From an optimization exercise on the open Yosys and OpenROAD flow, aimed at small area, a short achievable clock period and few clock cycles per item; shortcuts taken in it are not production practice.
At most, simulation tests tie the RTL to the original design; equivalence was not proved.

==> 09-22: inputs <==
## fir_1
module fir_1(
    input clk,
    input reset_p,
    input [15:0]x,
    input act,
    output reg [15:0]y,
    output ready
    );
clock: 10.0 ns
lec_check: 0
abc_area: 1
cap_margin: 20
core_margin: 2
core_utilization: 40
cts_buf_list: sky130_fd_sc_hd__clkbuf_16
cts_cluster_diameter: 150
cts_cluster_size: 20
slew_margin: 20
synth_hierarchical: 1
synth_minimum_keep_size: 0
standard.sh (not shown) runs the stock make flow with config.mk's settings and CLKGATE_MAP_FILE= SYNTH_SCRIPT=/design/flow/synth_recipe.tcl, a recipe that flattens the netlist after the stock synthesis.
==> flow/flow/run.sh <==
#!/bin/bash
set -euo pipefail
bash standard.sh SETUP_SLACK_MARGIN=5.6 finish > standard.log 2>&1
==> 03-03: changes against 09-22 <==
==> flow/flow/run.sh (replaced) <==
#!/bin/bash
set -euo pipefail
bash standard.sh SETUP_SLACK_MARGIN=6.0 finish > standard.log 2>&1
==> summary of the runs <==
03-03 produced a clean layout. 09-22 completed with no timing, DRC or antenna violations. Synthesized cell count is the same in 09-22 and 03-03. Synthesized area is the same in 03-03 and 09-22. In 09-22 the cell count is lower than in 03-03, by 0.67%. Die area is the same in 03-03 and 09-22.
No run of this note included a check of the RTL's function; only the layout flow was run.

========
==> try-quartz: inputs <==
Another version of the RTL of fir_1 (not shown whole).
Design fir_1, start of the top module:
module fir_1(
    input clk,
    input reset_p,
    input [15:0]x,
    input act,
    output reg [15:0]y,
    output ready
    );
==> flow/config.mk <==
export PLATFORM = sky130hd
export DESIGN_NAME = fir_1
export DESIGN_NICKNAME = fir_1
export VERILOG_FILES = /design/flow/design.v
export SDC_FILE = /design/flow/constraint.sdc
export NUM_CORES = 4
export LEC_CHECK = 0
export CAP_MARGIN = 20
export CORE_MARGIN = 2
export CORE_UTILIZATION = 40
export SLEW_MARGIN = 20
export SYNTH_HIERARCHICAL = 1
export SYNTH_MINIMUM_KEEP_SIZE = 0
==> flow/constraint.sdc <==
create_clock -name core_clock -period 10.0 [get_ports {clk}]
set_input_delay 2.0000 -clock core_clock [delete_from_list [all_inputs] [get_ports {clk}]]
set_output_delay 2.0000 -clock core_clock [all_outputs]
set_load 0.01 [all_outputs]
run.sh (not shown) runs the stock make flow with config.mk's settings and CLKGATE_MAP_FILE= SYNTH_SCRIPT=/design/flow/synth_recipe.tcl, a recipe that flattens the netlist after the stock synthesis.
Stock flow here: none of the scripts above is used.
==> inputs of try-indigo, as changes to try-quartz <==
SETUP_SLACK_MARGIN = 5   (was unset)
==> inputs of try-sierra, as changes to try-quartz <==
SYNTH_HIERARCHICAL = unset   (was 1)
SYNTH_MINIMUM_KEEP_SIZE = unset   (was 0)
==> run notes <==
Status - finished clean
TritonCTS Buffers - 31
Die Span Y - 245 um
Later-pin clock latency in the skew report - 600 ps
DIE AREA - 59900 um2
Critical Path Start Type - primary input
Least-Margin Pin Slew - 1090 ps
Grt met1 use - 29.5%
Most common cell in the netlist - fa_1
ANT cells - 0
WP buf/inv - 3
Critical path class - in -> reg
Highest clock rate - 164 MHz
Most frequent cells in the layout - 484 x fa_1, 238 x dfrtp_1, 209 x mux2_2
-- figures above: try-quartz

==> run notes <==
Status - finished clean
Least-Margin Pin Slew - 1060 ps
ANT cells - 1
Die Span Y - 251 um
Most frequent cells in the layout - 565 x inv_1, 484 x fa_1, 238 x dfrtp_1
TritonCTS Buffers - 30
Most common cell in the netlist - inv_1
DIE AREA - 63200 um2
Grt met1 use - 29.0%
Later-pin clock latency in the skew report - 610 ps
Critical Path Start Type - register
-- figures above: try-sierra

==> run notes <==
Initial Utilization - 40.4%
Die Span Y - 245 um
Worst Setup End Kind - register
GRT Total Usage - 22.5%
Fraction of area in multi-input gates - 60.8%
WP data required - 10430 ps
Most common cell in the netlist - fa_1
Highest clock rate - 189 MHz
WP buf/inv - 2
Status - finished clean
Most frequent cells in the layout - 406 x fa_1, 208 x mux2_2, 169 x dfrtp_1
Detailed Routing Iterations Pass 1 - 5
Grt met1 use - 29.8%
Max_cap viols - 0
DIE AREA - 59900 um2
Vias per inst - 5.39
Area-dominant class - multi-input gates
-- figures above: try-indigo

No functional check of the RTL was part of any run of this note.

========
==> v29 <==
Another version of the RTL of fir_1 (not shown whole).
export LEC_CHECK = 0
export ABC_AREA = 1
export CAP_MARGIN = 20
export CORE_MARGIN = 2
export CORE_UTILIZATION = 40
export CTS_BUF_LIST = sky130_fd_sc_hd__clkbuf_16
export CTS_CLUSTER_DIAMETER = 150
export CTS_CLUSTER_SIZE = 20
export SLEW_MARGIN = 20
export SYNTH_HIERARCHICAL = 1
export SYNTH_MINIMUM_KEEP_SIZE = 0
create_clock -name core_clock -period 10.0 [get_ports {clk}]
standard.sh (not shown) runs the stock make flow with config.mk's settings and CLKGATE_MAP_FILE= SYNTH_SCRIPT=/design/flow/synth_recipe.tcl, a recipe that flattens the netlist after the stock synthesis.
==> flow/flow/run.sh <==
#!/bin/bash
set -euo pipefail
bash standard.sh SETUP_SLACK_MARGIN=6.0 finish > standard.log 2>&1
==> v30: changes against v29 <==
==> flow/run.sh (new file) <==
#!/bin/bash
# synth_recipe.tcl (not shown) runs the flow's synth.tcl, then flattens the netlist and writes it again
# the make line also repeats each setting of config.mk as NAME=value (left out here)
make -C /OpenROAD-flow-scripts/flow DESIGN_CONFIG=/design/flow/config.mk WORK_HOME=/design/flow/orfs CLKGATE_MAP_FILE= SYNTH_SCRIPT=/design/flow/synth_recipe.tcl finish
Settings changed: SETUP_SLACK_MARGIN set to 5.
removed: flow/flow/run.sh
removed: flow/standard.sh
==> run notes <==
- v29 finished clean. v30 went through all stages and came out clean.
- Between v29 and v30, the lower core utilization is in v30 (gap 4.4 points).
- In area after synthesis, v30 and v29 do not differ.
- Against v30, the wire length of v29 is larger by about 5.5%.
- Against v29, the design area of v30 is smaller by 9.2%.
- Between v29 and v30, the lower via count is in v30 (gap about 4.3%, measured against v30).
==> figures <==
item                                                                                         v30                    v29
Status                                                          no timing/DRC/antenna violations  no timing/DRC/antenna violations
Crit-path slowest cell                                            sky130_fd_sc_hd__dlygate4sd2_1  sky130_fd_sc_hd__fa_2
Cell type with the highest occurrence count on the critical path        sky130_fd_sc_hd__nand2_1  sky130_fd_sc_hd__fa_2
Global placement routability congestion                                                    0.949                  0.908
Clock-pin slew on the worst setup and hold paths                                          110 ps                  90 ps
Drt first pass iters                                                                           7                      5
Routed met1 length                                                                       30.2 mm                32.1 mm
Total number of cells along the worst setup path                                              15                     11
Layout-to-synthesis area ratio                                                            1.069x                 1.178x
Instance count after placement with tap cells included                                     3,368                  3,367
No run of this note included a check of the RTL's function; only the layout flow was run.

========
==> trial 46 <==
fir_1, a different RTL version from the one above (not shown whole).
Settings: LEC_CHECK=0, ABC_CLOCK_PERIOD_IN_PS=5000, CAP_MARGIN=20, CORE_MARGIN=2, CORE_UTILIZATION=40, SLEW_MARGIN=20; clock period 10.0 ns.
run.sh (not shown) runs the stock make flow with config.mk's settings and CLKGATE_MAP_FILE= SYNTH_SCRIPT=/design/flow/synth_recipe.tcl, a recipe that flattens the netlist after the stock synthesis.
Stock flow here: none of the scripts above is used.
==> build 6 (differences from trial 46) <==
Settings changed: ABC_CLOCK_PERIOD_IN_PS 5000 to default.
==> notes <==
In synthesized area, build 6 and trial 46 do not differ.
Setup slack is the same in build 6 and trial 46.
In cell count, trial 46 and build 6 do not differ.
In clock-buffer cell count, trial 46 and build 6 do not differ.
Register-to-register slack is about the same in build 6 and trial 46.
In synthesized cell count, trial 46 and build 6 do not differ.
In via count, build 6 and trial 46 do not differ.
In critical path depth, trial 46 and build 6 do not differ.
In clock skew, trial 46 and build 6 do not differ.
==> figures <==
quantity	build 6	trial 46
Post-layout nets	2,716	2,716
Count of pins over their slew limit	0	0
Cell with the most instances on the worst path	fa_1	fa_1
Place WS	3150 ps	3150 ps
Multi-input gate area	15,000 µm²	15,000 µm²
Element type at the critical path end	flip-flop	flip-flop
Clock latency reported for the late side of the worst-skew pair	580 ps	580 ps
Share of the cycle needed by the critical path after routing	69.0%	69.0%
Most used standard cell by instance count after synthesis	inv_1	inv_1
Post-synth top area share	41.2%	41.2%
Number of placed instances with taps included	2,845	2,845
Initial antenna violation count	0	0
Syn Inst Count	2,083	2,083
Syn Std Cell Area	22,800 µm²	22,800 µm²
Sum Neg Setup Slack	0 ps	0 ps
First-pass GRT wire length	89.1 mm	89.1 mm
Global Route met3 Usage	3.42%	3.42%
Status	no timing/DRC/antenna violations	no timing/DRC/antenna violations
Setup CP Type	flip-flop to flip-flop	flip-flop to flip-flop
Synthesized-area fraction occupied by xor and xnor cells	2.07%	2.07%
Remaining antenna violation count after routing	0	0
Function was not checked in any run of this note: the RTL went through the layout flow alone.

========
==> job 4658 <==
fir_1, a different RTL version from the one above (not shown whole).
Design fir_1, start of the top module:
module fir_1(
    input clk,
    input reset_p,
    input [15:0]x,
    input act,
    output reg [15:0]y,
    output ready
    );
    assign ready = 1'b1;
    reg [15:0] h0, h1, h2, h3, h4, h5, h6, h7, h8;
    reg [16:0] p1, p2, p3, p4;
    reg [31:0] rs, rc;
    wire i1;
    wire s2;
    wire c3;
    wire i4;
    wire s5;
    wire c6;
    wire i7;
    wire s8;
    wire c9;
    wire s10;
    wire c11;
    wire s12;
    wire c13;
    wire s14;
    wire c15;
    wire i16;
    wire s17;
    wire c18;
    wire s19;
    wire c20;
    wire s21;
    wire c22;
    wire s23;
    wire c24;
    wire i25;
    wire s26;
    wire c27;
    wire i28;
    wire s29;
    wire c30;
    wire s31;
    wire c32;
    wire s33;
    wire c34;
    wire s35;
    wire c36;
    wire s37;
    wire c38;
    wire s39;
    wire c40;
    wire s41;
    wire c42;
    wire s43;
    wire c44;
    wire s45;
    wire c46;
    wire s47;
    wire c48;
    wire s49;
    wire c50;
    wire s51;
    wire c52;
    wire s53;
    wire c54;
    wire i55;
    wire s56;
    wire c57;
    wire s58;
    wire c59;
    wire s60;
    wire c61;
    wire s62;
    wire c63;
    wire s64;
    wire c65;
    wire s66;
    wire c67;
    wire s68;
    wire c69;
    wire i70;
    wire s71;
  ...
clock: 10.0 ns
lec_check: 0
abc_area: 1
cap_margin: 20
core_margin: 2
core_utilization: 40
slew_margin: 20
synth_hierarchical: 1
synth_minimum_keep_size: 0
standard.sh (not shown) runs the stock make flow with config.mk's settings and CLKGATE_MAP_FILE= SYNTH_SCRIPT=/design/flow/synth_recipe.tcl, a recipe that flattens the netlist after the stock synthesis.
==> flow/flow/run.sh <==
#!/bin/bash
set -euo pipefail
bash standard.sh SETUP_SLACK_MARGIN=6.5 finish > standard.log 2>&1
==> job 2839 (differences from job 4658) <==
==> flow/run.sh (new file) <==
#!/bin/bash
# synth_recipe.tcl (not shown) runs the flow's synth.tcl, then flattens the netlist and writes it again
# the make line also repeats each setting of config.mk as NAME=value (left out here)
make -C /OpenROAD-flow-scripts/flow DESIGN_CONFIG=/design/flow/config.mk WORK_HOME=/design/flow/orfs CLKGATE_MAP_FILE= SYNTH_SCRIPT=/design/flow/synth_recipe.tcl finish
--- a/flow/config.mk
+++ b/flow/config.mk
@@ -6,8 +6,9 @@
 export NUM_CORES = 4
 export LEC_CHECK = 0
-export ABC_AREA = 1
 export CAP_MARGIN = 20
 export CORE_MARGIN = 2
 export CORE_UTILIZATION = 40
+export CTS_BUF_LIST = sky130_fd_sc_hd__clkbuf_4 sky130_fd_sc_hd__clkbuf_8
+export SETUP_SLACK_MARGIN = 5
 export SLEW_MARGIN = 20
 export SYNTH_HIERARCHICAL = 1
removed: flow/flow/run.sh
removed: flow/standard.sh
==> notes <==
Of job 4658 and job 2839, job 4658 has the higher die area (gap 5.8%, measured against job 2839).
Job 4658 finished with timing, DRC and antenna clean. Job 2839 went through all stages and came out clean.
Of job 2839 and job 4658, job 4658 has the higher via count (gap 23%, measured against job 4658).
Testbench counts of job 4658, summed over its fixed seeds: cycles 3,200, items 3,200.
Testbench counts of job 2839, summed over its fixed seeds: cycles 3,200, items 3,200.

## afterwards: timing with drivers on the ports
In the flow no input, the clock included, has a driving cell. The finished layouts below were timed again as built, in two steps.
Step 1 assumes that a clkbuf_16 drives the clock port and a buf_2 every other input.
Step 2 adds t to the input delays and takes it off the output delays; t is the mean of the earliest and latest rising clock arrival at the registers after step 1. Input paths then give back, and output paths get back, about the clock's delay inside the block.
a / b / c = ideal / step 1 / step 2; a / b = the first two.
run	t, ns	slack for setup (ns)	worst setup path after step 2	cell pins on the clock port's net
09-22	0.599	5.593 / 5.593 / 5.148	input to register	1
03-03	0.600	5.546 / 5.546 / 5.094	input to register	1
try-quartz	0.647	3.901 / 3.935 / 3.288	input to register	1
try-indigo	0.647	4.699 / 4.699 / 4.124	input to register	1
try-sierra	0.657	3.866 / 3.866 / 3.302	input to register	1
v29	0.609	5.616 / 5.616 / 5.271	input to register	1
v30	0.611	5.074 / 5.070 / 4.459	input to register	1
trial 46	0.628	3.098 / 3.098 / 3.098	register to register	1
build 6	0.628	3.098 / 3.098 / 3.098	register to register	1
job 4658	0.612	5.133 / 5.129 / 4.517	input to register	1
job 2839	0.695	4.758 / 4.758 / 4.095	input to register	1
After both steps every run listed still meets setup and hold. The setup slack of job 2839, which loses most, moves by 0.000 ns with the drivers and by -0.663 ns with both steps.
